This is an optimization exercise on Yosys and OpenROAD, whose aim is small area, not a production implementation. RTL that was checked went through simulation tests only; none was proved equivalent to the original. Only the layout flow was run in run 4; the RTL was not checked for function there. Power figures rest on the tool's default switching activity, not on a simulated workload.

==> flow/design.v <==
module spi_interface(
    output reg          mosi,
    input               miso,
    input               clk,
    input               rst,
    output reg          RX_valid,
    output reg [7:0]    output_shift_register,
    input               TX_valid,
    input [7:0]         input_shift_register
);
genvar j, p;
reg       r_in;                                 
reg       r_out;                                
reg [2:0] r_bit;
reg [3:0] r_q;                                  
reg [1:0] r_m;
reg       r_int;                                
reg [6:0] r_des;                                
wire r_k8   = (r_q == 4'd2) & (r_m == 2'd2);
wire r_k40  = (r_q == 4'd13) & (r_m == 2'd1);
wire r_end  = r_k40 | (r_int & r_k8);
wire r_last = r_in & (r_bit == 3'd7) & r_end;
wire r_lo   = (r_q < 4'd7);                     
wire r_ins  = r_in & (r_bit == 3'd7);
wire r_ins_a   = r_ins & r_lo & ~r_int;
wire r_ins_b   = r_ins & ~r_lo;
wire r_ins_int = r_ins & r_int;
wire r_use_a   = r_lo & ~r_int;                 
wire [7:0] r_byte = {r_des, miso};              
reg [20:0] ra [0:7];
reg [20:0] rb [0:7];
wire [7:0] r_tap;
generate
    for (j = 0; j < 8; j = j + 1) begin : rl
        always @(posedge clk) begin
            ra[j] <= {r_ins_a ? r_byte[7-j] : ra[j][0], ra[j][20:1]};
            rb[j] <= {r_ins_b ? r_byte[7-j] : rb[j][0], rb[j][20:18],
                      r_ins_int ? r_byte[7-j] : rb[j][17], rb[j][16:1]};
        end
        reg t;
        always @(*) begin
            case (r_m)
                2'd0: t = r_use_a ? ra[j][15] : rb[j][15];
                2'd1: t = r_use_a ? ra[j][1]  : rb[j][1];
                default: t = r_use_a ? ra[j][8] : rb[j][8];
            endcase
        end
        assign r_tap[7-j] = t;
    end
endgenerate
always @(posedge clk)
    r_des <= {r_des[5:0], miso};
always @(posedge clk) begin
    if (r_in & (r_q == 4'd0) & (r_m == 2'd0) & (r_bit == 3'd1))
        r_int <= miso;
end
always @(posedge clk or posedge rst) begin
    if (rst) begin
        r_in <= 1'b0;
        r_out <= 1'b0;
        RX_valid <= 1'b0;
        output_shift_register <= 8'd0;
    end else begin
        r_in <= r_in ? ~r_last : (~r_out & ~miso);
        r_out <= r_last | (r_out & ~r_end);
        RX_valid <= r_last | r_out;
        if (r_out)
            output_shift_register <= r_tap;
    end
end
wire r_inc = r_out | r_ins;
always @(posedge clk) begin
    if (~(r_in | r_out) | r_last | (r_out & r_end)) begin
        r_bit <= 3'd0;
        r_q <= 4'd0;
        r_m <= 2'd0;
    end else begin
        if (r_in)
            r_bit <= r_bit + 3'd1;
        if (r_inc) begin
            if (r_m == 2'd2) begin
                r_m <= 2'd0;
                r_q <= r_q + 4'd1;
            end else begin
                r_m <= r_m + 2'd1;
            end
        end
    end
end
reg       t_in;                                 
reg       t_out;                                
reg [2:0] t_bit;
reg [3:0] t_q;                                  
reg [1:0] t_m;
wire t_k8   = (t_q == 4'd2) & (t_m == 2'd2);
wire t_k40  = (t_q == 4'd13) & (t_m == 2'd1);
reg [41:0] tr [0:7];
generate
    for (j = 0; j < 8; j = j + 1) begin : tl
        wire d = input_shift_register[7-j];
        always @(posedge clk)
            tr[j] <= {(t_in & (t_m == 2'd2)) ? d : tr[j][0], tr[j][41:36],
                      (t_in & (t_m == 2'd1)) ? d : tr[j][35], tr[j][34:29],
                      (t_in & (t_m == 2'd0)) ? d : tr[j][28], tr[j][27:1]};
    end
endgenerate
reg t_tap;
integer jj;
always @(*) begin
    t_tap = 1'b0;
    for (jj = 0; jj < 8; jj = jj + 1)
        if (t_bit == jj)
            t_tap = t_q[0] ? tr[jj][8 - jj] : tr[jj][29 - jj];
end
wire t_end  = (t_bit == 3'd7) & (t_k40 | (tr[1][0] & t_k8));
always @(posedge clk or posedge rst) begin
    if (rst) begin
        t_in <= 1'b0;
        t_out <= 1'b0;
        mosi <= 1'b1;
    end else begin
        t_in <= t_in ? ~t_k40 : (~t_out & TX_valid);
        t_out <= (t_in & t_k40) | (t_out & ~t_end);
        if (t_out)
            mosi <= t_tap;
        else
            mosi <= ~(t_in | TX_valid);
    end
end
wire t_inc = t_in | (t_bit == 3'd7);
always @(posedge clk) begin
    if (~(t_in | t_out) | (t_in & t_k40) | (t_out & t_end)) begin
        t_bit <= 3'd0;
        t_q <= 4'd0;
        t_m <= 2'd0;
    end else begin
        if (t_out)
            t_bit <= t_bit + 3'd1;
        if (t_inc) begin
            if (t_m == 2'd2) begin
                t_m <= 2'd0;
                t_q <= t_q + 4'd1;
            end else begin
                t_m <= t_m + 2'd1;
            end
        end
    end
end
endmodule
==> flow/flow/run.sh <==
#!/bin/bash
# The standard layout, with our own clock tree synthesis options.
set -euo pipefail
export CTS_ARGS="-sink_clustering_enable -repair_clock_nets -sink_clustering_size 18 -sink_clustering_max_diameter 50 -buf_list sky130_fd_sc_hd__buf_6 -dont_use_dummy_load -root_buf sky130_fd_sc_hd__buf_8"
export BUFFER_PORTS_ARGS="-buffer_cell sky130_fd_sc_hd__buf_1"
bash standard.sh > standard.log 2>&1
==> flow/standard.sh <==
#!/bin/bash
# synth_recipe.tcl (not shown) runs the flow's synth.tcl, then flattens the netlist and writes it again
# the make line also repeats each setting of config.mk as NAME=value (left out here)
make -C /OpenROAD-flow-scripts/flow DESIGN_CONFIG=/design/flow/config.mk WORK_HOME=/design/flow/orfs CLKGATE_MAP_FILE= SYNTH_SCRIPT=/design/flow/synth_recipe.tcl "${@:-finish}"
==> flow/config.mk <==
export PLATFORM = sky130hd
export DESIGN_NAME = spi_interface
export DESIGN_NICKNAME = spi_interface
export VERILOG_FILES = /design/flow/design.v
export SDC_FILE = /design/flow/constraint.sdc
export NUM_CORES = 8
export LEC_CHECK = 0
export ABC_AREA = 1
export CAP_MARGIN = 20
export CORE_MARGIN = 2
export CORE_UTILIZATION = 75
export PLACE_DENSITY = 0.8
export SLEW_MARGIN = 20
==> flow/constraint.sdc <==
create_clock -name core_clock -period 5.0 [get_ports {clk}]
set_input_delay 1.0000 -clock core_clock [delete_from_list [all_inputs] [get_ports {clk}]]
set_output_delay 1.0000 -clock core_clock [all_outputs]
set_load 0.01 [all_outputs]
==> summary.txt, run 1 <==
fin. max-slew vios 0; vias in the first global route between 7k and 8k; CP cell instances buf_1; Std-Cell Rows between 50 and 60; Via Count just over 7k; post-synthesis sequential area ratio between 80% and 90%; RSZ-0062 raised after global routing no; Mapped Area around 0.016 mm^2; R2R cell count 7; gr ovfl total 0; total power 10.1 mW; Crit Path Category reg -> out; Crit-path slowest cell dfstp_2; total track usage between 20% and 30%; Avg WL per Cell around 15 um; drt initial violations 364; period utilisation layout ~43%; HPWL after DPL 13800 um; share of cells above drive strength 1 5.54%; Pleak about 7 nW; Synth Flop Type dfxtp_1; min Tclk post-route between 2 and 2.5 ns; CTS tree built; Crit path required time approximately 4.0 ns; Sink Count a little over 700; r2r setup slk 3.09 ns; vias per cell between 4 and 5; Num CTS Buffers 45; critical path launch point type register; Ports 22; max-cap violations 0; maximum clock frequency approximately 460 MHz; clock latency on the worst-skew pair roughly 0.5 ns; number of hold buffers added after CTS 0; area grow syn2layout 5.32%; Critical path buffers and inverters 1; Syn Nets 1131; most common cell after layout, fill and taps aside dfxtp_1; Die Y roughly 150 um; final WL around 22000 um; crit path max fanout 1; cells after synthesis 1103; WHS Path Cells 0; Setup Skew between 0.03 and 0.04 ns; Worst path depth 1; maximum VDD drop roughly 0.45 mV; nets approximately 1.2k; CTS root buf buf_8; worst-margin pin slew 0.785 ns; Synth cell types 39; ANT nets after route 0; largest net degree at the start of global routing 26; Syn Area/Cell 14.8 um^2; crit-path leading delay family flip-flops; initial antenna violation count 2; CTS resizes 0; Slowest Stage Delay on Critical Path approximately 0.54 ns; H-Tree Depth 2; core area 0.0212 mm^2; Starting Density between 70% and 80%; Final GP Congestion 0.767; Initial DRT Pass Iterations 5; IO Port Bufs 21; setup bufs post-CTS 0; Arr. time, crit path 1.16 ns; Post-synth EDFFs 1; Synth async-reset ratio between 1.5 and 2%; die width approximately 150 um; endpoints failing hold 0; Rel. slew slack a little under half; Warnings, synthesis 4; clk buf depth 3; Hold/Removal Path Class reg -> reg; pwr/cell area ~590 mW/mm^2; Crit. End Element primary output; setup total negative slack 0 ns; status finished clean; endpoints failing setup 0; #FFs+latches synth between 700 and 800; global-route wire length before repair 35100 um; most frequent cells in the layout 697 x dfxtp_1, 90 x nand2_1, 64 x nor2_1, 64 x o21ai_0, 46 x inv_1; clk slew on worst S/H paths roughly 0.11 ns; DRC Markers 0; Die ar. 0.0229 mm^2
-- cell usage after synthesis (2+ instances only) --
| cell type | instances | share of area [%] |
|---|---|---|
| dfxtp_1 | 697 | 86 |
| a21oi_1 | 24 | 0.74 |
| buf_6 | 3 | 0.21 |
| or2_0 | 2 | 0.077 |
| xnor2_1 | 3 | 0.16 |
| inv_1 | 46 | 1.1 |
| or2_2 | 2 | 0.077 |
| o21ai_0 | 64 | 2.0 |
| nand2_2 | 2 | 0.077 |
| ha_1 | 16 | 1.2 |
| inv_2 | 3 | 0.069 |
| o22a_1 | 7 | 0.38 |
| nor2_1 | 64 | 1.5 |
| nand4_1 | 2 | 0.077 |
| xor2_1 | 2 | 0.11 |
| o21ai_1 | 13 | 0.40 |
| clkbuf_1 | 6 | 0.14 |
| o22ai_1 | 8 | 0.31 |
| dfrtp_1 | 13 | 2.0 |
| buf_2 | 4 | 0.12 |
| nand2_1 | 90 | 2.1 |
| nor2_2 | 4 | 0.15 |
| nand3_1 | 12 | 0.37 |
-- through the flow --
| step | worst slack, ns | util [%] | cells | hold WS, ns | area (um^2) |
|---|---|---|---|---|---|
| global placement | 3.25 | 78.6 | 1385 | 0.310 | 16600 |
| floorplan | 3.46 | - | 1103 | 0.310 | 16300 |
| CTS | 2.80 | 81.1 | 1430 | 0.306 | 17200 |
| global route | 2.77 | 81.1 | 1430 | 0.308 | 17200 |
| finish | 2.84 | 81.1 | 1431 | 0.305 | 17200 |
| detailed placement | 3.12 | 78.6 | 1385 | 0.312 | 16600 |
-- path summary, 6_finish.rpt --
kind                                endpoint                start
min reg2reg                rb[7][13]$_DFF_P_    rb[7][14]$_DFF_P_
max in group asynchronous    t_out$_DFF_PP0_                  rst
min in group asynchronous     r_in$_DFF_PP0_                  rst
max                                     mosi       mosi$_DFF_PP1_
min                        rb[7][13]$_DFF_P_    rb[7][14]$_DFF_P_
max reg2reg                ra[5][20]$_DFF_P_  r_q[0]$_SDFFE_PP0P_
-- worst reg2reg max path, cell delays in order, from the launching register on --
cell and delay (ns):
dfxtp_1 0.36, ha_1 0.26, a21oi_4 0.20, nand2_4 0.20, inv_4 0.29, nand2_2 0.26
nand2_1 0.14, o21ai_0 0.09
-- area by class of cell --
cell class,instances,area (um^2)
Sequential cell,712,14300
Fill cell,1081,3990
Multi-Input combinational cell,326,1680
Clock buffer,45,526
Tap cell,275,344
Inverter,51,195
Timing Repair Buffer,21,78.8
Antenna cell,1,2.50
-- routing by layer --
| layer | track usage [%] | share of wire (%) |
|---|---|---|
| met5 | 0 | 0 |
| met4 | 7.38 | 2.3 |
| met3 | 4.40 | 4.3 |
| met2 | 31.7 | 45 |
| met1 | 27.8 | 48 |
-- flip-flops by register name, summed over array words and instances, names as in the netlist, named ones only --
signal	count
tr	336
ra	168
rb	168
output_shift_register	8
r_des	7
r_q	4
t_q	4
r_bit	3
t_bit	3
r_m	2
t_m	2
RX_valid	1
mosi	1
r_in	1
r_int	1
t_in	1
t_out	1
-- power breakdown --
| part | switching (mW) | total (mW) | internal (mW) |
|---|---|---|---|
| logic | 0.272 | 0.401 | 0.129 |
| registers | 0.419 | 7.40 | 6.98 |
| clock network | 1.52 | 2.25 | 0.734 |
-- cells by family after synthesis --
family | share of synthesized area (%)
xor gates and xnor gates | 0.269
adders and majority gates | 1.23
buffers and inverters | 1.71
AOI/OAI and AO/OA | 4.26
DFF | 88.0
and+or+nand+nor | 4.55
==> run 2: changes to the inputs <==
==> flow/flow/run.sh (replaced) <==
#!/bin/bash
# The standard layout, with our own clock tree synthesis options.
set -euo pipefail
export CTS_ARGS="-sink_clustering_enable -repair_clock_nets -sink_clustering_size 14 -sink_clustering_max_diameter 30 -buf_list sky130_fd_sc_hd__buf_4 -dont_use_dummy_load"
export BUFFER_PORTS_ARGS="-buffer_cell sky130_fd_sc_hd__buf_1"
bash standard.sh > standard.log 2>&1
==> run 2 against run 1 <==
Final cell count increased by 2.0%. Die area unchanged. Register-to-register slack got worse by 0.03 ns. Sequential share of layout area decreased by 0.15 points. Highest routed layer unchanged. Fmax decreased by 3.7%. Hold slack got worse by 0.036 ns. Combinational power decreased by 2%. Total power about the same.
==> summary.txt, run 2 <==
min Tclk post-route 2.25 ns; Critical R2R Launch r_q[0]$_SDFFE_PP0P_; H-Tree Depth 3; clk buf depth 3; nets 1214; endpoints failing hold 0; Starting Density between 70 and 80%; pwr/cell area just under 600 mW/mm^2; Setup Skew 0.0606 ns; Hold/Removal Path Class reg -> reg; Sink Count 712; endpoints failing setup 0; post-synthesis sequential area ratio between 80 and 90%; largest net degree at the start of global routing 26; fin. max-slew vios 0; Synth Flop Type dfxtp_1; drt initial violations a little under 400; #FFs+latches synth 712; global-route wire length before repair roughly 35000 um; Arr. time, crit path 1.25 ns; setup total negative slack 0 ns; Crit path required time ~4.0 ns; ANT nets after route 0; Filler cells 1116; Rel. slew slack between 40 and 50%; die width 151 um; Die ar. roughly 0.023 mm^2; CTS tree built; Area contributors post-synth dfxtp_1 86%, nand2_1 2.1%, dfrtp_1 2.0%, o21ai_0 2.0%, nor2_1 1.5%; HP Start ra[0][5]$_DFF_P_; CTS resizes 0; final WL approximately 22000 um; Synth cell types 39; vias in the first global route 7235; worst-margin pin slew between 0.7 and 0.8 ns; biggest regs tr x336, ra x168, rb x168; utilization after layout approximately four fifths; IO Port Bufs 21; gr ovfl total 0; cells after synthesis between 1k and 1.5k; critical path launch point type register; Mapped Area between 0.015 and 0.02 mm^2; Num CTS Buffers between 70 and 80; Worst setup startpoint mosi$_DFF_PP1_; number of hold buffers added after CTS 0; Synth top area share 85.6%; most frequent cell after synthesis dfxtp_1; Initial DRT Pass Iterations 5; met1 global-route usage a little over a quarter; HPWL after DPL approximately 14000 um; most common cell after layout, fill and taps aside dfxtp_1; clock latency on the worst-skew pair ~0.62 ns; area leader, netlist dfxtp_1; most frequent cells in the layout 697 x dfxtp_1, 90 x nand2_1, 74 x buf_4; Warnings, synthesis 4; met2 global-route usage around 31%; Syn Nets 1131; Crit Path Category reg -> out; Post-synth EDFFs 1; core area 0.0212 mm^2; vias per cell ~5; Die Y roughly 150 um; Synth async-reset ratio between 1.5 and 2%; area grow syn2layout 5.51%; Slowest Stage Delay on Critical Path 0.54 ns; crit-path leading delay family flip-flops; Avg WL per Cell between 15 and 20 um; Via Count ~7.1k; Crit-path slowest cell dfstp_2; Largest Register tr; setup bufs post-CTS 0; initial antenna violation count 2; maximum clock frequency around 450 MHz; Largest register FFs between 300 and 400; total track usage between 20% and 30%; max-cap violations 0; Final GP Congestion between 0.7 and 0.8; Crit. End Element primary output; CP cell instances buf_1; period utilisation layout 44.9%; gr busiest metal met2; Std-Cell Rows 53; share of cells above drive strength 1 7.85%; status finished clean; RSZ-0062 raised after global routing no; Pleak roughly 7.2 nW; DRC Markers 0; maximum VDD drop between 0.4 and 0.5 mV; crit path max fanout 1; Synth top cells by count 697 x dfxtp_1, 90 x nand2_1, 64 x nor2_1, 64 x o21ai_0, 46 x inv_1; Critical path buffers and inverters 1; global-route track usage on met3 under 10%; clk slew on worst S/H paths about 0.11 ns; Ports 22; CTS root buf buf_4; Syn Area/Cell 14.8 um^2
-- run 2: cell counts after synthesis --
Identical to the previous run, type by type.
-- run 2: routing by layer --
layer / routed length (um) / up-vias
li1: - / 3599
met1: 10500 / 3319
met2: 9930 / 158
met3: 1080 / 53
met4: 507 / 0
met5: 0 / -
-- run 2: path summary, 6_finish.rpt --
| kind | endpoint | slack, ns | cells past startpoint |
|---|---|---|---|
| worst max-delay path | mosi | 2.75 | 1 |
| worst min-delay path | ra[0][4]$_DFF_P_ | 0.27 | 0 |
| worst max register to register | ra[5][20]$_DFF_P_ | 3.06 | 7 |
| worst min register to register | ra[0][4]$_DFF_P_ | 0.27 | 0 |
| max in group asynchronous | output_shift_register[6]$_DFFE_PP0P_ | 3.93 | 2 |
| min in group asynchronous | output_shift_register[4]$_DFFE_PP0P_ | 0.54 | 2 |
-- run 2: area by class of cell --
type	instances	area, um^2	area share [%]
sequential	712	14300	83.4
multi-input combinational	326	1680	9.77
clock buffer	74	556	3.23
tap	275	344	2.00
inverter	51	195	1.14
timing repair buffer	21	78.8	0.459
antenna	1	2.50	0.0146
-- run 2: where the power goes --
group          switching [mW]  internal (mW)  total (mW)
sequential              0.413           6.99        7.40
combinational           0.266          0.127       0.394
clock                    1.51          0.754        2.27
-- run 2: kinds of logic after synthesis --
logic type      count (synthesis)  share of synthesized area [%]
compound gates                123                           4.26
flops                         712                           88.0
xor+xnor                        5                          0.269
simple gates                  182                           4.55
buf+inv                        65                           1.71
fa+ha+maj                      16                           1.23
-- run 2: stage by stage --
stage          power (mW)  hold WS [ns]  instance area, um^2  worst slack, ns  cells
5_1_grt              10.5         0.269                17200             2.66   1460
4_1_cts              10.2         0.264                17200             2.70   1459
3_5_place_dp         7.92         0.312                16600             3.12   1385
3_3_place_gp         7.82         0.310                16600             3.25   1385
2_1_floorplan        7.61         0.310                16300             3.46   1103
6_report             10.1         0.269                17200             2.75   1460
==> run 3: changes to the inputs <==
==> flow/flow/run.sh (replaced) <==
#!/bin/bash
# The standard layout, with our own clock tree synthesis options.
set -euo pipefail
export CTS_ARGS="-sink_clustering_enable -repair_clock_nets -sink_clustering_size 13 -sink_clustering_max_diameter 40 -buf_list sky130_fd_sc_hd__buf_4 -dont_use_dummy_load"
export BUFFER_PORTS_ARGS="-buffer_cell sky130_fd_sc_hd__buf_1"
bash standard.sh > standard.log 2>&1
==> run 3 against run 2 <==
Critical path depth unchanged. Total power fell by 1.7%. Sequential share of layout area increased by 0.43 points. Sequential power about the same. Cell area down 0.51%. First-iteration DRC count down 19%. Die area stayed put. Combinational power about the same. Utilization down 0.41 points. Sequential cell count is the same. Register-to-register slack improved by 0.03 ns. Setup slack got worse by 0.050 ns.
==> summary.txt, run 3 <==
status finished clean; crit-path leading delay family flip-flops; most common cell after layout, fill and taps aside dfxtp_1; Final GP Congestion ~0.77; vias per cell around 4.9; maximum VDD drop around 0.40 mV; max-cap violations 0; endpoints failing hold 0; Setup Skew about 0.045 ns; setup bufs post-CTS 0; Syn Area/Cell about 15 um^2; Synth Flop Type dfxtp_1; HPWL after DPL 13800 um; Hold/Removal Path Class reg -> reg; post-synthesis sequential area ratio 88.0%; drt initial violations slightly above 300; Filler cells ~1.1k; WHS between 0.2 and 0.3 ns; CTS root buf buf_4; fin. max-slew vios 0; Worst path depth 1; WHS Path Cells 0; Avg WL per Cell between 15 and 20 um; Syn Nets 1131; most frequent cells in the layout 697 x dfxtp_1, 90 x nand2_1, 64 x nor2_1, 64 x o21ai_0, 61 x buf_4; Synth async-reset ratio under 10%; CP cell instances buf_1; CTS tree built; Std-Cell Rows 53; core area 0.0212 mm^2; area grow syn2layout 4.97%; Clock power frac a little over a fifth; Sink Count just over 700; Mapped Area ~0.016 mm^2; largest net degree at the start of global routing 26; most frequent cell after synthesis dfxtp_1; sequential share of power approximately three quarters; NetSw roughly 2.2 mW; Pleak between 7 and 8 nW; Largest Register tr; Warnings, synthesis 4; Int Pwr between 7 and 8 mW; min Tclk post-route 2.30 ns; Starting Density ~77%; R2R cell count 7; final WL between 20000 and 25000 um; initial antenna violation count 2; endpoints failing setup 0; Arr. time, crit path 1.30 ns; CTS resizes 0; setup total negative slack 0 ns; gr ovfl total 0; maximum clock frequency 436 MHz; Critical path buffers and inverters 1; DRC Markers 0; Synth cell types 39; cells after synthesis roughly 1.1k; Die ar. 0.0229 mm^2; period utilisation layout a little under half; #FFs+latches synth just over 700; RSZ-0062 raised after global routing no; pwr/cell area slightly below 600 mW/mm^2; Via Count a little over 7k; Rel. slew slack 47.3%; Slowest Stage Delay on Critical Path roughly 0.55 ns; global-route wire length before repair 34600 um; die width 151 um; clock latency on the worst-skew pair approximately 0.63 ns; vias in the first global route between 7k and 8k; total track usage between 10% and 20%; ANT nets after route 0; worst-margin pin slew slightly below 0.8 ns; clk slew on worst S/H paths between 0.1 and 0.15 ns; IO Port Bufs 21; Post-synth EDFFs 1; Largest register FFs between 300 and 400; clk buf depth 3; Initial DRT Pass Iterations 4; Ports 22; Synth top area share roughly 86%; critical path launch point type register; Comb pwr share roughly 4.0%; Crit Path Category reg -> out; crit path max fanout 1; Area contributors post-synth dfxtp_1 86%, nand2_1 2.1%, dfrtp_1 2.0%, o21ai_0 2.0%, nor2_1 1.5%; Crit. End Element primary output; biggest regs tr x336, ra x168, rb x168; nets 1201; Num CTS Buffers ~60; Switching Fraction a little over a fifth; share of cells above drive strength 1 6.83%; total power between 9 and 10 mW; number of hold buffers added after CTS 0; Crit-path slowest cell dfstp_2; Crit path required time about 4.0 ns; Synth top cells by count 697 x dfxtp_1, 90 x nand2_1, 64 x nor2_1, 64 x o21ai_0, 46 x inv_1; H-Tree Depth 2; area leader, netlist dfxtp_1; Die Y 151 um
==> run 3: kinds of logic (layout without fill, tap and decap cells) <==
group                      after synthesis  count (layout)  synth area share (%)
xor gates and xnor gates                 5               5                 0.269
DFF                                    712             712                  88.0
other                                    0               5                     0
adders and majority gates               16              16                  1.23
buffers and inverters                   65             133                  1.71
and+or+nand+nor                        182             182                  4.55
AOI/OAI and AO/OA                      123             123                  4.26
==> run 3: layer usage <==
layer / up-vias / share of wire (%) / GRT usage, %
li1: 3574 / - / -
met5: - / 0 / 0
met3: 52 / 4.3 / 4.52
met2: 141 / 45 / 30.9
met4: 0 / 2.5 / 8.18
met1: 3362 / 48 / 27.6
==> run 3: layout make-up <==
class | instances | area [um^2] | area share [%]
Clock buffer | 61 | 458 | 2.68
Timing Repair Buffer | 21 | 78.8 | 0.461
Antenna cell | 5 | 12.5 | 0.0732
Inverter | 51 | 195 | 1.14
Tap cell | 275 | 344 | 2.01
Multi-Input combinational cell | 326 | 1680 | 9.82
Sequential cell | 712 | 14300 | 83.8
==> run 3: final timing paths <==
| kind | from | to | slack, ns |
|---|---|---|---|
| min in group asynchronous | rst | output_shift_register[0]$_DFFE_PP0P_ | 0.52 |
| max in group asynchronous | rst | t_in$_DFF_PP0_ | 3.95 |
| setup reg to reg | r_q[0]$_SDFFE_PP0P_ | ra[1][20]$_DFF_P_ | 3.09 |
| hold / removal | rb[7][14]$_DFF_P_ | rb[7][13]$_DFF_P_ | 0.29 |
| hold reg to reg | rb[7][14]$_DFF_P_ | rb[7][13]$_DFF_P_ | 0.29 |
| setup / recovery | mosi$_DFF_PP1_ | mosi | 2.70 |
==> run 3: power groups by stage <==
stage	registers (mW)	clock network (mW)	logic, mW
CTS	7.42	2.17	0.397
global route	7.51	2.36	0.468
detailed placement	7.53	0	0.391
global placement	7.45	0	0.373
finish	7.40	2.10	0.394
floorplan	7.31	0	0.298
==> run 3: per-stage QoR <==
stage                     cells  util [%]  setup WS [ns]  area, um^2
after floorplan            1103         -           3.46       16300
after global placement     1385      78.6           3.25       16600
after detailed placement   1385      78.6           3.12       16600
after CTS                  1446      80.8           2.64       17100
after global routing       1447      80.8           2.61       17100
final                      1451      80.9           2.70       17100
==> run 4: changes to the inputs <==
--- a/flow/design.v
+++ b/flow/design.v
@@ -20,29 +20,22 @@
 wire r_k40  = (r_q == 4'd13) & (r_m == 2'd1);
 wire r_end  = r_k40 | (r_int & r_k8);
 wire r_last = r_in & (r_bit == 3'd7) & r_end;
-wire r_lo   = (r_q < 4'd7);                     
 wire r_ins  = r_in & (r_bit == 3'd7);
-wire r_ins_a   = r_ins & r_lo & ~r_int;
-wire r_ins_b   = r_ins & ~r_lo;
-wire r_ins_int = r_ins & r_int;
-wire r_use_a   = r_lo & ~r_int;                 
+wire r_odd  = r_q[0] ^ r_m[0];                  
 wire [7:0] r_byte = {r_des, miso};              
-reg [20:0] ra [0:7];
-reg [20:0] rb [0:7];
+reg [41:0] rr [0:7];
 wire [7:0] r_tap;
 generate
     for (j = 0; j < 8; j = j + 1) begin : rl
-        always @(posedge clk) begin
-            ra[j] <= {r_ins_a ? r_byte[7-j] : ra[j][0], ra[j][20:1]};
-            rb[j] <= {r_ins_b ? r_byte[7-j] : rb[j][0], rb[j][20:18],
-                      r_ins_int ? r_byte[7-j] : rb[j][17], rb[j][16:1]};
-        end
+        always @(posedge clk)
+            rr[j] <= {(r_ins & ~r_odd) ? r_byte[7-j] : rr[j][0], rr[j][41:22],
+                      (r_ins &  r_odd) ? r_byte[7-j] : rr[j][21], rr[j][20:1]};
         reg t;
         always @(*) begin
             case (r_m)
-                2'd0: t = r_use_a ? ra[j][15] : rb[j][15];
-                2'd1: t = r_use_a ? ra[j][1]  : rb[j][1];
-                default: t = r_use_a ? ra[j][8] : rb[j][8];
+                2'd0: t = r_int ? rr[j][19] : rr[j][15];
+                2'd1: t = r_int ? rr[j][5]  : rr[j][1];
+                default: t = r_int ? rr[j][33] : rr[j][29];
             endcase
         end
         assign r_tap[7-j] = t;
==> run 4 against run 3 <==
Critical endpoint unchanged. Via count shrank 3.2%. Sequential share of layout area grew 0.16 points. Combinational power grew 4%. Register-to-register slack lost 0.11 ns. Sequential cell count is the same. Routed wire length shrank 2.5%. Critical path depth is the same. Clock power grew 4%.
==> summary.txt, run 4 <==
Crit path required time 4.00 ns; fin. max-slew vios 0; initial antenna violation count 1; Via Count approximately 7k; area grow syn2layout 5.19%; HPWL after DPL 13300 um; endpoints failing setup 0; Pleak slightly above 7 nW; RSZ-0062 raised after global routing no; Starting Density approximately three quarters; post-synthesis sequential area ratio between 80% and 90%; DRC Markers 0; crit path max fanout 1; global-route wire length before repair 34700 um; Std-Cell Rows 53; met1 global-route usage 26.3%; setup total negative slack 0 ns; Sink Count approximately 710; Mapped Area roughly 0.016 mm^2; endpoints failing hold 0; H-Tree Depth 3; worst-margin pin slew between 0.7 and 0.8 ns; maximum clock frequency 442 MHz; share of cells above drive strength 1 7.16%; biggest regs rr x336, tr x336, output_shift_register x8; Post-synth EDFFs 1; max-cap violations 0; r2r setup slk 2.98 ns; Synth top area share around 86%; ANT nets after route 0; #FFs+latches synth slightly above 700; Synth async-reset ratio 1.97%; Die ar. roughly 0.023 mm^2; Crit. End Element primary output; Crit Path Category reg -> out; Critical R2R Launch r_int$_DFFE_PP_; met2 global-route usage between 30 and 40%; Num CTS Buffers between 60 and 70; min Tclk post-route between 2 and 2.5 ns; R2R cell count 4; status finished clean; setup bufs post-CTS 0; most common cell after layout, fill and taps aside dfxtp_1; Synth cell types 38; clock latency on the worst-skew pair 0.58 ns; nets 1190; die width around 150 um; total track usage slightly below 20%; vias in the first global route between 7k and 8k; critical path launch point type register; Final GP Congestion approximately 0.84; vias per cell 4.81; Filler cells ~1.2k; Synth top cells by count 697 x dfxtp_1, 92 x nand2_1, 62 x nor2_1; gr ovfl total 0; drt initial violations ~340; pwr/cell area ~580 mW/mm^2; Worst path depth 1; Crit-path slowest cell dfstp_2; most frequent cell after synthesis dfxtp_1; Avg WL per Cell roughly 15 um; largest net degree at the start of global routing 23; Syn Area/Cell roughly 15 um^2; Area contributors post-synth dfxtp_1 86%, nand2_1 2.1%, dfrtp_1 2.0%, nor2_1 1.4%, o21ai_0 1.3%; CP cell instances buf_1; WHS Path Cells 0; global-route track usage on met3 ~4.4%; gr busiest metal met2; crit-path leading delay family flip-flops; r2r endpoint output_shift_register[5]$_DFFE_PP0P_; Syn Nets 1117; Synth Flop Type dfxtp_1; Min-Delay Endpoint rr[6][19]$_DFF_P_; Non-Filler Cell Area, Final approximately 0.017 mm^2; number of hold buffers added after CTS 0; IO Port Bufs 21; Arr. time, crit path between 1 and 1.5 ns; maximum VDD drop 0.500 mV; Critical path buffers and inverters 1; clk buf depth 3; Placed Area 0.0166 mm^2; final WL between 20000 and 25000 um; Warnings, synthesis 3; Slowest Stage Delay on Critical Path around 0.55 ns; Die Y ~150 um; Rel. slew slack between 50 and 60%; CTS tree built; CTS root buf buf_4; Initial DRT Pass Iterations 5; cells after synthesis between 1k and 1.5k; area leader, netlist dfxtp_1; clk slew on worst S/H paths about 0.11 ns; Hold/Removal Path Class reg -> reg; most frequent cells in the layout 697 x dfxtp_1, 92 x nand2_1, 66 x buf_4; CTS resizes 0; HP Start rr[6][20]$_DFF_P_; Ports 22; period utilisation layout 45.2%; Setup Skew 0.0470 ns; core area about 0.021 mm^2
==> run 4: cell count changes after synthesis, moves of 3 or more <==
cell and change:
o21ai_0 -22, o21ai_1 +3, inv_1 +5, a21oi_1 -8
o211ai_1 +4, o22ai_1 -6, a22oi_1 +8
==> run 4: through the flow <==
stage                     setup slack, ns  instances  hold WS, ns  utilization, %  power [mW]
after floorplan                      3.48       1089        0.310               -        7.65
after global placement               3.18       1369        0.310            78.3        7.84
after detailed placement             3.05       1369        0.312            78.3        7.92
after CTS                            2.69       1435        0.276            80.7        10.1
after global routing                 2.66       1436        0.269            80.7        10.4
final                                2.74       1436        0.277            80.7        9.97
==> run 4: power breakdown <==
part	internal [mW]	switching (mW)	leakage, nW	total, mW
logic	0.140	0.269	0.911	0.409
clock network	0.676	1.50	0.317	2.18
registers	6.98	0.405	5.96	7.38
==> run 4: final cells by class <==
type                    instances  area (um^2)  share of cell area, %
flip-flops and latches        712        14300                   84.0
multi-input cells             306         1610                   9.43
clock buffers                  66          495                   2.90
well taps                     275          344                   2.02
inverters                      55          206                   1.21
repair buffers                 21         78.8                  0.462
diodes                          1         2.50                 0.0147
==> run 4: how the worst max path moves through the flow <==
| stage | from | end | slack (ns) |
|---|---|---|---|
| 6_report | mosi$_DFF_PP1_ | mosi | 2.74 |
| 5_1_grt | mosi$_DFF_PP1_ | mosi | 2.66 |
| 4_1_cts | mosi$_DFF_PP1_ | mosi | 2.69 |
| 3_5_place_dp | r_int$_DFFE_PP_ | output_shift_register[5]$_DFFE_PP0P_ | 3.05 |
| 3_3_place_gp | t_q[0]$_SDFFE_PP0P_ | t_q[3]$_SDFFE_PP0P_ | 3.18 |
| 2_1_floorplan | mosi$_DFF_PP1_ | mosi | 3.48 |
==> run 4: logic make-up after synthesis <==
logic type / Yosys count / share of synthesized area (%)
flip-flops: 712 / 88.3
AND/OR/NAND/NOR: 180 / 4.48
AO/OA/AOI/OAI: 100 / 3.64
buffers and inverters: 71 / 1.76
adder cells (fa/ha/maj): 16 / 1.23
XOR/XNOR: 8 / 0.432
multiplexers: 2 / 0.131
==> run 4: per-layer routing <==
metal  vias up  part of all wire [%]
met4         0                   3.1
li1       3508                     -
met3        57                   3.7
met1      3201                    48
met2       137                    45
met5         -                     0
==> run 5: changes to the inputs <==
--- a/flow/design.v
+++ b/flow/design.v
@@ -15,34 +15,30 @@
 reg [3:0] r_q;                                  
 reg [1:0] r_m;
 reg       r_int;                                
-reg [6:0] r_des;                                
 wire r_k8   = (r_q == 4'd2) & (r_m == 2'd2);
 wire r_k40  = (r_q == 4'd13) & (r_m == 2'd1);
 wire r_end  = r_k40 | (r_int & r_k8);
 wire r_last = r_in & (r_bit == 3'd7) & r_end;
-wire r_ins  = r_in & (r_bit == 3'd7);
 wire r_odd  = r_q[0] ^ r_m[0];                  
-wire [7:0] r_byte = {r_des, miso};              
 reg [41:0] rr [0:7];
 wire [7:0] r_tap;
 generate
     for (j = 0; j < 8; j = j + 1) begin : rl
+        wire here = r_in & (r_bit == j);
         always @(posedge clk)
-            rr[j] <= {(r_ins & ~r_odd) ? r_byte[7-j] : rr[j][0], rr[j][41:22],
-                      (r_ins &  r_odd) ? r_byte[7-j] : rr[j][21], rr[j][20:1]};
+            rr[j] <= {(here & ~r_odd) ? miso : rr[j][0], rr[j][41:22],
+                      (here &  r_odd) ? miso : rr[j][21], rr[j][20:1]};
         reg t;
         always @(*) begin
             case (r_m)
-                2'd0: t = r_int ? rr[j][19] : rr[j][15];
-                2'd1: t = r_int ? rr[j][5]  : rr[j][1];
-                default: t = r_int ? rr[j][33] : rr[j][29];
+                2'd0: t = r_int ? rr[j][(12 + j) % 42] : rr[j][(8 + j) % 42];
+                2'd1: t = r_int ? rr[j][(40 + j) % 42] : rr[j][(36 + j) % 42];
+                default: t = r_int ? rr[j][(26 + j) % 42] : rr[j][(22 + j) % 42];
             endcase
         end
         assign r_tap[7-j] = t;
     end
 endgenerate
-always @(posedge clk)
-    r_des <= {r_des[5:0], miso};
 always @(posedge clk) begin
     if (r_in & (r_q == 4'd0) & (r_m == 2'd0) & (r_bit == 3'd1))
         r_int <= miso;
@@ -61,7 +57,7 @@
             output_shift_register <= r_tap;
     end
 end
-wire r_inc = r_out | r_ins;
+wire r_inc = r_out | (r_in & (r_bit == 3'd7));
 always @(posedge clk) begin
     if (~(r_in | r_out) | r_last | (r_out & r_end)) begin
         r_bit <= 3'd0;
==> flow/flow/run.sh (replaced) <==
#!/bin/bash
# The standard layout, with our own clock tree synthesis options.
set -euo pipefail
export CTS_ARGS="-sink_clustering_enable -repair_clock_nets -sink_clustering_size 12 -sink_clustering_max_diameter 35 -buf_list sky130_fd_sc_hd__buf_4 -dont_use_dummy_load"
export BUFFER_PORTS_ARGS="-buffer_cell sky130_fd_sc_hd__buf_1"
bash standard.sh > standard.log 2>&1
==> run 5 against run 4 <==
Clock skew down 0.0021 ns. Clock power is 2% higher. Highest routed layer is now met5. Routed wire length up 5.3%. Synthesized cell count barely moved. Cell area shrank 0.12%. Via count grew 3.1%. Combinational power fell by 4%. Critical endpoint unchanged. Still clean. Die area decreased by 0.19%. Setup slack improved by 0.012 ns. First-iteration DRC count is 5.6% lower. Final cell count rose by 0.21%.
==> summary.txt, run 5 <==
Mapped Area 0.0162 mm^2; min Tclk post-route ~2.3 ns; area grow syn2layout 5.28%; critical path launch point type register; Synth top area share 85.3%; Hold/Removal Path Class reg -> reg; sequential share of power around 74%; Crit path required time roughly 4.0 ns; vias per cell about 4.9; area leader, netlist dfxtp_1; vias in the first global route between 7k and 8k; Crit-path slowest cell dfstp_2; Slowest Stage Delay on Critical Path 0.53 ns; Num CTS Buffers 70; CP cell instances buf_1; maximum VDD drop about 0.41 mV; clk slew on worst S/H paths 0.11 ns; Int Pwr between 7 and 8 mW; Switching Fraction between 20% and 30%; Warnings, synthesis 3; Avg WL per Cell 15.7 um; Area contributors post-synth dfxtp_1 85%, dfrtp_1 2.0%, nand2_1 1.9%, ha_1 1.5%, nor2_1 1.4%; pwr/cell area just under 600 mW/mm^2; largest net degree at the start of global routing 20; Ports 22; HPWL after DPL about 14000 um; Pleak just over 7 nW; crit path max fanout 1; most frequent cells in the layout 690 x dfxtp_1, 84 x nand2_1, 70 x buf_4; Syn Area/Cell around 15 um^2; number of hold buffers added after CTS 0; Via Count about 7k; Setup Skew 0.0449 ns; IO Port Bufs 21; Synth Flop Type dfxtp_1; initial antenna violation count 4; Die Y around 150 um; nets roughly 1.2k; Crit. End Element primary output; clock latency on the worst-skew pair about 0.6 ns; Std-Cell Rows 53; setup bufs post-CTS 0; maximum clock frequency 444 MHz; DRC Markers 0; core area about 0.021 mm^2; period utilisation layout 45.0%; final WL 22500 um; endpoints failing setup 0; ANT nets after route 0; Synth top cells by count 690 x dfxtp_1, 84 x nand2_1, 59 x nor2_1; global-route wire length before repair ~36000 um; Crit Path Category reg -> out; CTS tree built; Final GP Congestion between 0.8 and 0.9; total track usage 20.8%; RSZ-0062 raised after global routing no; Critical path buffers and inverters 1; biggest regs rr x336, tr x336, output_shift_register x8; CTS root buf buf_4; Clock power frac 22.4%; fin. max-slew vios 0; setup total negative slack 0 ns; die width roughly 150 um; post-synthesis sequential area ratio 87.6%; Rel. slew slack between 40% and 50%; #FFs+latches synth approximately 700; Sink Count a little over 700; Comb pwr share just under 4%; drt initial violations around 320; Syn Nets roughly 1.1k; status finished clean; Setup WS post-layout between 2 and 3 ns; cells after synthesis approximately 1.1k; worst-margin pin slew 0.805 ns; Synth async-reset ratio slightly below 2%; Starting Density 76.8%; share of cells above drive strength 1 under 10%; Arr. time, crit path between 1 and 1.5 ns; Synth cell types 35; CTS resizes 0; Filler cells 1137; clk buf depth 3; most common cell after layout, fill and taps aside dfxtp_1; Die ar. ~0.023 mm^2; most frequent cell after synthesis dfxtp_1; Placement Setup Slack 3.08 ns; max-cap violations 0; Post-synth EDFFs 1; Initial DRT Pass Iterations 5; gr ovfl total 0; endpoints failing hold 0; NetSw approximately 2.2 mW; H-Tree Depth 3; crit-path leading delay family flip-flops
==> run 5: cell count changes in the layout (fill, tap and decap cells not counted), moves of 4 or more <==
cell / delta
buf_4: +4
dfxtp_1: -7
inv_1: -6
nand2_1: -8
o21ai_1: -15
a31oi_1: +13
a21oi_1: +17
==> run 5: logic make-up after synthesis <==
group / after synthesis / synth area share, %
flip-flops: 705 / 87.6
AND/OR/NAND/NOR: 173 / 4.45
AO/OA/AOI/OAI: 120 / 4.45
buffers and inverters: 67 / 1.78
adder cells (fa/ha/maj): 19 / 1.47
XOR/XNOR: 4 / 0.216
==> run 5: final timing paths <==
path,from,end,slack (ns),cells after the start
min in group asynchronous,rst,t_out$_DFF_PP0_,0.45,2
setup reg to reg,t_q[0]$_SDFFE_PP0P_,t_q[1]$_SDFFE_PP0P_,2.98,7
hold / removal,rr[6][17]$_DFF_P_,rr[6][16]$_DFF_P_,0.29,0
hold reg to reg,rr[6][17]$_DFF_P_,rr[6][16]$_DFF_P_,0.29,0
setup / recovery,mosi$_DFF_PP1_,mosi,2.75,1
max in group asynchronous,rst,output_shift_register[3]$_DFFE_PP0P_,4.09,2
==> run 5: per-layer routing <==
layer	track usage, %	routed length (um)	part of all wire [%]	vias up
met2	31.7	9950	44	146
met5	0	13	0.058	-
met4	9.58	810	3.6	2
met3	5.69	990	4.4	77
met1	28.4	10800	48	3329
li1	-	-	-	3561
==> run 5: layout make-up <==
type                    count  area, um^2  share of cell area (%)
well taps                 275         344                    2.02
inverters                  51         191                    1.12
flip-flops and latches    705       14200                    83.2
diodes                      1        2.50                  0.0147
multi-input cells         316        1710                    10.1
repair buffers             21        78.8                   0.462
clock buffers              70         526                    3.08
==> run 5: through the flow <==
stage               hold slack [ns]  utilization (%)  area (um^2)  std cells  power, mW
floorplan                     0.310                -        16200       1088       7.55
global placement              0.310             78.4        16500       1368       7.76
detailed placement            0.312             78.4        16500       1368       7.86
CTS                           0.284             80.8        17000       1438       10.1
global route                  0.292             80.9        17100       1439       10.4
finish                        0.290             80.9        17100       1439       9.96
==> run 5: power groups by stage <==
| stage | registers, mW | clock network (mW) | logic (mW) |
|---|---|---|---|
| after floorplan | 7.25 | 0 | 0.293 |
| after global placement | 7.39 | 0 | 0.371 |
| after detailed placement | 7.47 | 0 | 0.391 |
| after CTS | 7.36 | 2.30 | 0.401 |
| after global routing | 7.46 | 2.51 | 0.460 |
| final | 7.34 | 2.23 | 0.392 |
==> run 6: changes to the inputs <==
==> flow/flow/run.sh (replaced) <==
#!/bin/bash
# The standard layout, with our own clock tree synthesis options.
set -euo pipefail
export CTS_ARGS="-sink_clustering_enable -repair_clock_nets -sink_clustering_size 13 -sink_clustering_max_diameter 40 -buf_list sky130_fd_sc_hd__clkbuf_4 -dont_use_dummy_load"
export BUFFER_PORTS_ARGS="-buffer_cell sky130_fd_sc_hd__buf_1"
bash standard.sh > standard.log 2>&1
==> run 6 against run 5 <==
Still clean. Die area stayed put. Setup slack worse by 0.16 ns. Utilization is 0.32 points lower. Critical path depth stayed put. Clock skew is 0.013 ns lower. Cell area is 0.40% lower. Register-to-register slack better by 0.05 ns. Sequential cell count stayed put. Fmax is 6.6% lower. Non-clock buffer count stayed put. Critical endpoint unchanged. Largest power group unchanged.
==> summary.txt, run 6 <==
status finished clean; Post-Layout Cell Count approximately 1.4k; Sequential Area 0.0142 mm^2; Hold/Removal Path Class in -> async; post-synthesis sequential area ratio between 80% and 90%; global-route wire length before repair about 35000 um; r2r setup slk 3.03 ns; maximum clock frequency between 400 and 500 MHz; Worst path depth 1; most common cell after layout, fill and taps aside dfxtp_1; cells after synthesis approximately 1.1k; Mapped Area ~0.016 mm^2; final WL between 20000 and 25000 um; worst-margin pin slew about 0.78 ns; endpoints failing hold 0; Sink Count 705; Synth async-reset ratio under 10%; vias per cell between 4 and 5; max-cap violations 0; Multi-input gate area 0.00171 mm^2; Placed Area 0.0165 mm^2; number of hold buffers added after CTS 0; clock latency on the worst-skew pair 0.74 ns; Avg WL per Cell 15.4 um; setup total negative slack 0 ns; period utilisation layout around half; clk slew on worst S/H paths around 0.12 ns; Post-synth EDFFs 1; total track usage between 20% and 30%; CP cell instances buf_1; Std-Cell Rows 53; Via Count slightly above 7k; utilization after layout about four fifths; gr ovfl total 0; Synth cell types 35; DRC Markers 0; Ports 22; Synth Flop Type dfxtp_1; crit path max fanout 1; Critical R2R Launch t_q[0]$_SDFFE_PP0P_; most frequent cells in the layout 690 x dfxtp_1, 84 x nand2_1, 61 x clkbuf_4; area leader, netlist dfxtp_1; Worst setup startpoint mosi$_DFF_PP1_; die width 151 um; vias in the first global route around 7.0k; H-Tree Depth 2; Filler cells between 1k and 1.5k; Slowest Stage Delay on Critical Path between 0.5 and 0.6 ns; Placement Setup Slack between 3 and 4 ns; maximum VDD drop 0.499 mV; Syn Area/Cell around 15 um^2; Crit Path Category reg -> out; placed insts between 1k and 1.5k; fin. max-slew vios 0; WHS between 0.3 and 0.4 ns; area grow syn2layout 4.86%; biggest regs rr x336, tr x336, output_shift_register x8; CTS resizes 0; IO Port Bufs 21; endpoints failing setup 0; largest net degree at the start of global routing 20; min Tclk post-route 2.41 ns; Area contributors post-synth dfxtp_1 85%, dfrtp_1 2.0%, nand2_1 1.9%, ha_1 1.5%, nor2_1 1.4%; crit-path leading delay family flip-flops; CTS tree built; total power between 9 and 10 mW; CP endpoint mosi; R2R cell count 7; Non-Filler Cell Area, Final between 0.015 and 0.02 mm^2; Die Y about 150 um; drt initial violations 372; Setup Skew between 0.03 and 0.04 ns; pwr/cell area ~570 mW/mm^2; Crit path required time ~4 ns; Crit. End Element primary output; Critical path buffers and inverters 1; share of cells above drive strength 1 under 10%; Arr. time, crit path 1.41 ns; Die ar. ~0.023 mm^2; initial antenna violation count 2; Synth top area share 85.3%; Crit-path slowest cell dfstp_2; Final GP Congestion between 0.8 and 0.9; Syn Nets 1119; most frequent cell after synthesis dfxtp_1; Setup WS post-layout between 2 and 3 ns; nets 1187; clk buf depth 3; RSZ-0062 raised after global routing no; Rel. slew slack between 40% and 50%; Num CTS Buffers 61; #FFs+latches synth 705; r2r endpoint t_q[1]$_SDFFE_PP0P_; core area around 0.021 mm^2; Warnings, synthesis 3; Initial DRT Pass Iterations 4; Starting Density between 70% and 80%; critical path launch point type register; Synth top cells by count 690 x dfxtp_1, 84 x nand2_1, 59 x nor2_1; Pleak slightly above 7 nW; HPWL after DPL ~14000 um; CTS root buf clkbuf_4; ANT nets after route 0; setup bufs post-CTS 0
[run 6: cell counts after synthesis]
Identical to the previous run, type by type.
[run 6: area by class of cell]
class / count / area share [%]
Sequential cell: 705 / 83.6
Multi-Input combinational cell: 316 / 10.1
Clock buffer: 61 / 2.70
Tap cell: 275 / 2.03
Inverter: 51 / 1.13
Timing Repair Buffer: 21 / 0.464
Antenna cell: 1 / 0.0147
[run 6: worst reg2reg max path, delay by kind of cell (launching register included)]
kind            cells  cell delay, ns
flops               1            0.47
compound gates      3            0.81
fa+ha+maj           1            0.17
buf+inv             1            0.22
simple gates        2            0.18
[run 6: layer usage]
layer	track usage (%)	wire length, um
met2	31.0	9770
met1	28.3	10500
met5	0	0
met4	8.27	596
met3	4.73	1120
[run 6: worst min path at each step]
stage	start	endpoint	slack [ns]	depth (start not counted)
finish	rst	t_out$_DFF_PP0_	0.31	2
global route	tr[1][17]$_DFF_P_	tr[1][16]$_DFF_P_	0.31	0
CTS	rst	t_out$_DFF_PP0_	0.29	2
detailed placement	rr[0][39]$_DFF_P_	rr[0][38]$_DFF_P_	0.31	0
global placement	rr[4][31]$_DFF_P_	rr[4][30]$_DFF_P_	0.31	0
floorplan	rr[0][1]$_DFF_P_	rr[0][0]$_DFF_P_	0.31	0
[run 6: logic make-up after synthesis]
group / synth area share, %
AO/OA/AOI/OAI: 4.45
XOR/XNOR: 0.216
adder cells (fa/ha/maj): 1.47
buffers and inverters: 1.78
flip-flops: 87.6
AND/OR/NAND/NOR: 4.45
[run 6: where the power goes]
part	switching, mW	total (mW)	internal (mW)
clock network	1.47	2.03	0.562
registers	0.409	7.33	6.92
logic	0.260	0.386	0.126
==> run 7: changes to the inputs <==
==> flow/flow/run.sh (replaced) <==
#!/bin/bash
# The standard layout, with our own clock tree synthesis options.
set -euo pipefail
export CTS_ARGS="-sink_clustering_enable -repair_clock_nets -sink_clustering_size 18 -sink_clustering_max_diameter 50 -buf_list sky130_fd_sc_hd__buf_6 -dont_use_dummy_load"
export BUFFER_PORTS_ARGS="-buffer_cell sky130_fd_sc_hd__buf_1"
bash standard.sh > standard.log 2>&1
==> run 7 against run 6 <==
Non-clock buffer count did not move. Sequential cell count is the same. Cell area increased by 0.27%. Clock-buffer cell count decreased by 16. Synthesized area unchanged. Largest power group unchanged. Still clean on timing, DRC and antenna.
==> summary.txt, run 7 <==
Die ar. roughly 0.023 mm^2; Syn Area/Cell ~15 um^2; WHS Path Cells 0; Crit path required time 4.00 ns; final WL 22200 um; endpoints failing setup 0; fin. max-slew vios 0; CTS resizes 0; Comb pwr share ~4.0%; Synth cell types 35; Syn Nets 1119; global-route wire length before repair about 35000 um; total power between 9 and 10 mW; Crit Path Category reg -> out; Hold/Removal Path Class reg -> reg; share of cells above drive strength 1 5.54%; Avg WL per Cell about 16 um; Clock power frac between 20 and 25%; post-synthesis sequential area ratio between 80% and 90%; maximum clock frequency ~460 MHz; Die Y 151 um; r2r setup slk roughly 3 ns; Synth top cells by count 690 x dfxtp_1, 84 x nand2_1, 59 x nor2_1; WHS about 0.3 ns; Crit. End Element primary output; area leader, netlist dfxtp_1; endpoints failing hold 0; status finished clean; initial antenna violation count 1; Setup Skew roughly 0.054 ns; Ports 22; Ant. Diodes 0; most frequent cells in the layout 690 x dfxtp_1, 84 x nand2_1, 59 x nor2_1; R2R cell count 7; most common cell after layout, fill and taps aside dfxtp_1; r2r endpoint t_q[1]$_SDFFE_PP0P_; area grow syn2layout 5.14%; most frequent cell after synthesis dfxtp_1; maximum VDD drop 0.424 mV; DRC Markers 0; clock latency on the worst-skew pair 0.53 ns; Switching Fraction 22.0%; Non-Filler Cell Area, Final between 0.015 and 0.02 mm^2; number of hold buffers added after CTS 0; pwr/cell area approximately 580 mW/mm^2; Std-Cell Rows 53; gr ovfl total 0; biggest regs rr x336, tr x336, output_shift_register x8; Synth Flop Type dfxtp_1; Critical R2R Launch t_q[0]$_SDFFE_PP0P_; vias per cell between 4 and 5; CTS tree built; crit-path leading delay family flip-flops; Slowest Stage Delay on Critical Path between 0.5 and 0.6 ns; Min-Delay Endpoint rr[0][3]$_DFF_P_; Final GP Congestion approximately 0.81; utilization after layout about 80%; ANT nets after route 0; Worst setup startpoint mosi$_DFF_PP1_; Sink Count around 710; Synth top area share between 80% and 90%; clk slew on worst S/H paths ~0.10 ns; Critical path buffers and inverters 1; setup total negative slack 0 ns; NetSw 2.18 mW; die width about 150 um; crit path max fanout 1; RSZ-0062 raised after global routing no; Arr. time, crit path ~1.2 ns; Num CTS Buffers 45; CTS root buf buf_6; Placed Area ~0.017 mm^2; HP Start rr[0][4]$_DFF_P_; period utilisation layout a little over two fifths; HPWL after DPL roughly 14000 um; setup bufs post-CTS 0; Rel. slew slack between 40% and 50%; Warnings, synthesis 3; #FFs+latches synth about 710; Starting Density between 70% and 80%; Area contributors post-synth dfxtp_1 85%, dfrtp_1 2.0%, nand2_1 1.9%, ha_1 1.5%, nor2_1 1.4%; Pleak ~7.1 nW; min Tclk post-route approximately 2.2 ns; Via Count between 6k and 7k; H-Tree Depth 2; drt initial violations 292; nets ~1.2k; worst-margin pin slew 0.809 ns; CP cell instances buf_1; critical path launch point type register; cells after synthesis 1088; core area approximately 0.021 mm^2; largest net degree at the start of global routing 20; total track usage 20.3%; Filler cells 1128; Mapped Area approximately 0.016 mm^2; vias in the first global route a little under 7k; sequential share of power 73.9%; max-cap violations 0; Post-synth EDFFs 1; Crit-path slowest cell dfstp_2; Initial DRT Pass Iterations 4; IO Port Bufs 21; clk buf depth 3; Int Pwr ~7.8 mW; Synth async-reset ratio ~2.0%
run 7: area by class of cell:
type / count / area [um^2] / share of cell area, %
inverter: 51 / 191 / 1.12
tap: 275 / 344 / 2.02
sequential: 705 / 14200 / 83.4
clock buffer: 45 / 507 / 2.98
timing repair buffer: 21 / 78.8 / 0.463
multi-input combinational: 316 / 1710 / 10.1
run 7: worst max-delay path by stage:
stage	end	cells after the start
finish	mosi	1
global route	mosi	1
CTS	mosi	1
floorplan	rr[0][20]$_DFF_P_	3
detailed placement	t_q[1]$_SDFFE_PP0P_	7
global placement	t_bit[0]$_SDFFE_PP0P_	7
run 7: stage by stage:
step,worst slack (ns),instances
2_1_floorplan,3.37,1088
3_3_place_gp,3.12,1368
3_5_place_dp,3.08,1368
4_1_cts,2.77,1413
5_1_grt,2.74,1413
6_report,2.81,1413
run 7: power by group through the flow:
| stage | Sequential (mW) | Combinational, mW | Clock, mW |
|---|---|---|---|
| 6_report | 7.34 | 0.395 | 2.20 |
| 2_1_floorplan | 7.25 | 0.293 | 0 |
| 4_1_cts | 7.36 | 0.403 | 2.26 |
| 5_1_grt | 7.46 | 0.464 | 2.45 |
| 3_5_place_dp | 7.47 | 0.391 | 0 |
| 3_3_place_gp | 7.39 | 0.371 | 0 |
run 7: logic make-up (layout without fill, tap and decap cells):
family,after synthesis,count (layout),share of synthesized area (%)
compound gates,120,120,4.45
xor+xnor,4,4,0.216
fa+ha+maj,19,19,1.47
buf+inv,67,117,1.78
flops,705,705,87.6
simple gates,173,173,4.45
run 7: metal layers:
| metal | track usage [%] | vias to the layer above | wire length, um |
|---|---|---|---|
| met5 | 0 | - | 0 |
| met1 | 28.6 | 3280 | 10700 |
| met4 | 7.80 | 0 | 608 |
| met2 | 31.5 | 135 | 9940 |
| li1 | - | 3530 | - |
| met3 | 4.13 | 52 | 977 |
==> run 8: changes to the inputs <==
==> flow/flow/run.sh (replaced) <==
#!/bin/bash
# The standard layout, with our own clock tree synthesis options.
set -euo pipefail
export CTS_ARGS="-sink_clustering_enable -repair_clock_nets -sink_clustering_size 13 -sink_clustering_max_diameter 40 -buf_list sky130_fd_sc_hd__buf_4 -dont_use_dummy_load"
export BUFFER_PORTS_ARGS="-buffer_cell sky130_fd_sc_hd__buf_1"
bash standard.sh > standard.log 2>&1
==> run 8 against run 7 <==
Final cell count grew 1.2%. Critical path depth did not move. Still clean. Clock skew fell by 0.023 ns. Combinational power shrank 2%. Highest routed layer unchanged.
==> summary.txt, run 8 <==
Sink Count roughly 710; setup bufs post-CTS 0; area grow syn2layout 4.86%; setup total negative slack 0 ns; Area contributors post-synth dfxtp_1 85%, dfrtp_1 2.0%, nand2_1 1.9%, ha_1 1.5%, nor2_1 1.4%; biggest regs rr x336, tr x336, output_shift_register x8; post-synthesis sequential area ratio between 80% and 90%; Post-synth EDFFs 1; gr ovfl total 0; Ports 22; maximum clock frequency roughly 430 MHz; most common cell after layout, fill and taps aside dfxtp_1; critical path launch point type register; endpoints failing setup 0; R2R cell count 7; Hold/Removal Path Class reg -> reg; Synth async-reset ratio 1.99%; CP cell instances buf_1; Crit. End Element primary output; clk slew on worst S/H paths between 0.1 and 0.15 ns; core area roughly 0.021 mm^2; clock latency on the worst-skew pair between 0.6 and 0.7 ns; share of cells above drive strength 1 under 10%; IO Port Bufs 21; largest net degree at the start of global routing 20; Std-Cell Rows between 50 and 60; total track usage slightly above 20%; CTS tree built; met2 global-route usage a little over 30%; compound-cell area share of the yosys netlist between 4 and 5%; most frequent cells in the layout 690 x dfxtp_1, 84 x nand2_1, 61 x buf_4; Critical path buffers and inverters 1; Post-Synth Simple-Gate Area about 4.4%; clk buf depth 3; CTS resizes 0; max-cap violations 0; Die Y roughly 150 um; Slowest Stage Delay on Critical Path 0.53 ns; Warnings, synthesis 3; vias in the first global route roughly 7k; Synth top cells by count 690 x dfxtp_1, 84 x nand2_1, 59 x nor2_1; min Tclk post-route between 2 and 2.5 ns; period utilisation layout about 46%; Crit-path slowest cell dfstp_2; Synth top area share between 80% and 90%; Arr. time, crit path about 1.3 ns; Avg WL per Cell roughly 15 um; maximum VDD drop just over 0.5 mV; gr busiest metal met2; HPWL after DPL 13900 um; pwr/cell area about 580 mW/mm^2; drt initial violations 320; DRC Markers 0; #FFs+latches synth a little over 700; RSZ-0062 raised after global routing no; Via Count approximately 7.1k; Starting Density ~77%; most frequent cell after synthesis dfxtp_1; Synth cell types 35; Crit Path Category reg -> out; largest family of logic cells by synthesized area compound AO/OA/AOI/OAI gates; Synth Flop Type dfxtp_1; Rel. slew slack between 40% and 50%; total power approximately 9.8 mW; cells after synthesis 1088; final WL about 22000 um; ANT nets after route 0; met1 global-route usage between 20% and 30%; Initial DRT Pass Iterations 4; global-route track usage on met3 4.73%; Die ar. between 0.02 and 0.025 mm^2; vias per cell about 4.9; Synth Area in Adders 1.47%; initial antenna violation count 2; area leader, netlist dfxtp_1; status finished clean; Worst path depth 1; number of hold buffers added after CTS 0; endpoints failing hold 0; die width about 150 um; CTS root buf buf_4; multiplexer area fraction after synthesis 0%; Pleak ~7.1 nW; fin. max-slew vios 0; WHS Path Cells 0; nets roughly 1.2k; global-route wire length before repair approximately 35000 um; Num CTS Buffers between 60 and 70; Syn Area/Cell 14.9 um^2; H-Tree Depth 2; crit-path leading delay family flip-flops; crit path max fanout 1; worst-margin pin slew approximately 0.77 ns; Crit path required time around 4.0 ns; Setup Skew 0.0304 ns; Syn Nets 1119; Final GP Congestion roughly 0.81; Mapped Area 0.0162 mm^2; xor/xnor share of the synthesized area 0.216%
==> run 8: layout make-up <==
cell class                      count  area (um^2)
Timing Repair Buffer               21         78.8
Inverter                           51          191
Clock buffer                       61          458
Multi-Input combinational cell    316         1710
Tap cell                          275          344
Fill cell                        1151         4100
Antenna cell                        1         2.50
Sequential cell                   705        14200
==> run 8: path summary, 6_finish.rpt <==
check                               startpoint                              endpoint  slack [ns]
max                             mosi$_DFF_PP1_                                  mosi        2.70
min                          tr[1][17]$_DFF_P_                     tr[1][16]$_DFF_P_        0.31
max reg2reg                t_q[0]$_SDFFE_PP0P_                   t_q[1]$_SDFFE_PP0P_        3.02
min reg2reg                  tr[1][17]$_DFF_P_                     tr[1][16]$_DFF_P_        0.31
max in group asynchronous                  rst  output_shift_register[4]$_DFFE_PP0P_        4.17
min in group asynchronous                  rst                    RX_valid$_DFF_PP0_        0.41
==> run 8: cell families (layout without fill, tap and decap cells) <==
family / Yosys count / count (layout)
flops: 705 / 705
simple gates: 173 / 173
compound gates: 120 / 120
buf+inv: 67 / 133
fa+ha+maj: 19 / 19
xor+xnor: 4 / 4
other cells: 0 / 1
==> run 8: metal layers <==
metal	vias to the layer above	share of wire (%)
met2	150	44
met4	0	2.5
met5	-	0
met1	3314	48
li1	3540	-
met3	53	5.0
==> run 8: through the flow <==
step / setup WS (ns) / cells / utilization [%] / instance area (um^2) / hold WS (ns)
floorplan: 3.37 / 1088 / - / 16200 / 0.310
global placement: 3.12 / 1368 / 78.4 / 16500 / 0.310
detailed placement: 3.08 / 1368 / 78.4 / 16500 / 0.312
CTS: 2.63 / 1429 / 80.5 / 17000 / 0.310
global route: 2.60 / 1430 / 80.5 / 17000 / 0.310
finish: 2.70 / 1430 / 80.5 / 17000 / 0.310
==> run 8: power breakdown <==
group          total (mW)  internal, mW  switching [mW]
combinational       0.386         0.126           0.260
sequential           7.34          6.93           0.410
clock                2.10         0.619            1.48
==> run 9: changes to the inputs <==
--- a/flow/config.mk
+++ b/flow/config.mk
@@ -8,6 +8,6 @@
 export ABC_AREA = 1
 export CAP_MARGIN = 20
 export CORE_MARGIN = 2
-export CORE_UTILIZATION = 75
-export PLACE_DENSITY = 0.8
+export CORE_UTILIZATION = 85
+export PLACE_DENSITY = 0.9
 export SLEW_MARGIN = 20
==> run 9 against run 8 <==
The run now fails in detailed placement (3_5_place_dp). Synthesized cell count stayed put. Synthesized area stayed put.
==> summary.txt, run 9 <==
status aborted with a tool error; Die Y ~140 um; Synth async-reset ratio under 10%; most frequent cell after synthesis dfxtp_1; Synth top cells by count 690 x dfxtp_1, 84 x nand2_1, 59 x nor2_1; IO Port Bufs 21; Final GP Congestion about 0.86; area leader, netlist dfxtp_1; Post-synth EDFFs 1; Synth top area share about 85%; Synth Flop Type dfxtp_1; failing step detailed placement (3_5_place_dp); #FFs+latches synth between 700 and 800; Synth cell types 35; post-synthesis sequential area ratio between 80 and 90%; Starting Density ~87%; Area contributors post-synth dfxtp_1 85%, dfrtp_1 2.0%, nand2_1 1.9%, ha_1 1.5%, nor2_1 1.4%; HPWL after DPL 22400 um; Syn Area/Cell about 15 um^2; die width roughly 140 um; Mapped Area between 0.015 and 0.02 mm^2; Std-Cell Rows 50; Halt Reason [ERROR DPL-0033] detailed placement checks failed during check placement.; Syn Nets 1119; cells after synthesis 1088; Warnings, synthesis 3; Ports 22
==> run 9: cell counts after synthesis <==
No cell type changed its count.
==> run 9: how the worst max path moves through the flow <==
stage | slack (ns) | end | cells past startpoint | from
2_1_floorplan | 3.37 | rr[0][20]$_DFF_P_ | 3 | miso
3_3_place_gp | 3.16 | t_m[0]$_SDFFE_PP0N_ | 7 | t_q[0]$_SDFFE_PP0P_
==> run 9: through the flow <==
| stage | power (mW) | hold WS, ns | instances | cell area [um^2] | setup slack (ns) |
|---|---|---|---|---|---|
| 2_1_floorplan | 7.55 | 0.310 | 1088 | 16200 | 3.37 |
| 3_3_place_gp | 7.76 | 0.310 | 1327 | 16500 | 3.16 |
==> run 9: kinds of logic after synthesis <==
| kind of cell | share of synthesized area [%] |
|---|---|
| and+or+nand+nor | 4.45 |
| adders and majority gates | 1.47 |
| DFF | 87.6 |
| buffers and inverters | 1.78 |
| xor gates and xnor gates | 0.216 |
| AOI/OAI and AO/OA | 4.45 |
==> run 9: power groups by stage <==
stage          clock network, mW  logic (mW)  registers (mW)
2_1_floorplan                  0       0.293            7.25
3_3_place_gp                   0       0.364            7.39

-- separate check: timing with driven ports --
The results above use ideal ports. As a check the final layouts listed here were re-extracted and re-timed, cells and wires unchanged.
Step 1, drivers: a clkbuf_16 drives clk and a buf_2 each remaining input, both assumed.
Step 2, shift: input delay + t, output delay - t, t = (earliest + latest rising clock arrival at the registers) / 2. This alone moves slack from input paths to output paths.
Slacks: ideal ports / drivers / drivers and shift; pairs: ideal ports / drivers.
run | t, ns | setup WS [ns] | hold slack, ns | worst setup path after step 2 | clock arrival spread, ns
run 1 | 0.528 | 2.837 / 2.791 / 3.085 | 0.305 / 0.305 / 0.305 | register to register | 0.034 / 0.033
run 2 | 0.625 | 2.754 / 2.711 / 3.061 | 0.269 / 0.269 / 0.269 | register to register | 0.077 / 0.077
run 3 | 0.644 | 2.704 / 2.661 / 3.093 | 0.287 / 0.287 / 0.287 | register to register | 0.065 / 0.064
run 4 | 0.605 | 2.738 / 2.696 / 2.979 | 0.277 / 0.277 / 0.277 | register to register | 0.055 / 0.055
run 5 | 0.611 | 2.750 / 2.706 / 2.975 | 0.290 / 0.290 / 0.290 | register to register | 0.048 / 0.048
run 6 | 0.762 | 2.590 / 2.548 / 3.025 | 0.308 / 0.290 / 0.308 | register to register | 0.046 / 0.046
run 7 | 0.550 | 2.810 / 2.766 / 2.960 | 0.300 / 0.300 / 0.300 | register to register | 0.055 / 0.055
run 8 | 0.666 | 2.696 / 2.654 / 3.024 | 0.310 / 0.310 / 0.310 | register to register | 0.039 / 0.040
After both steps every run listed still meets setup and hold.
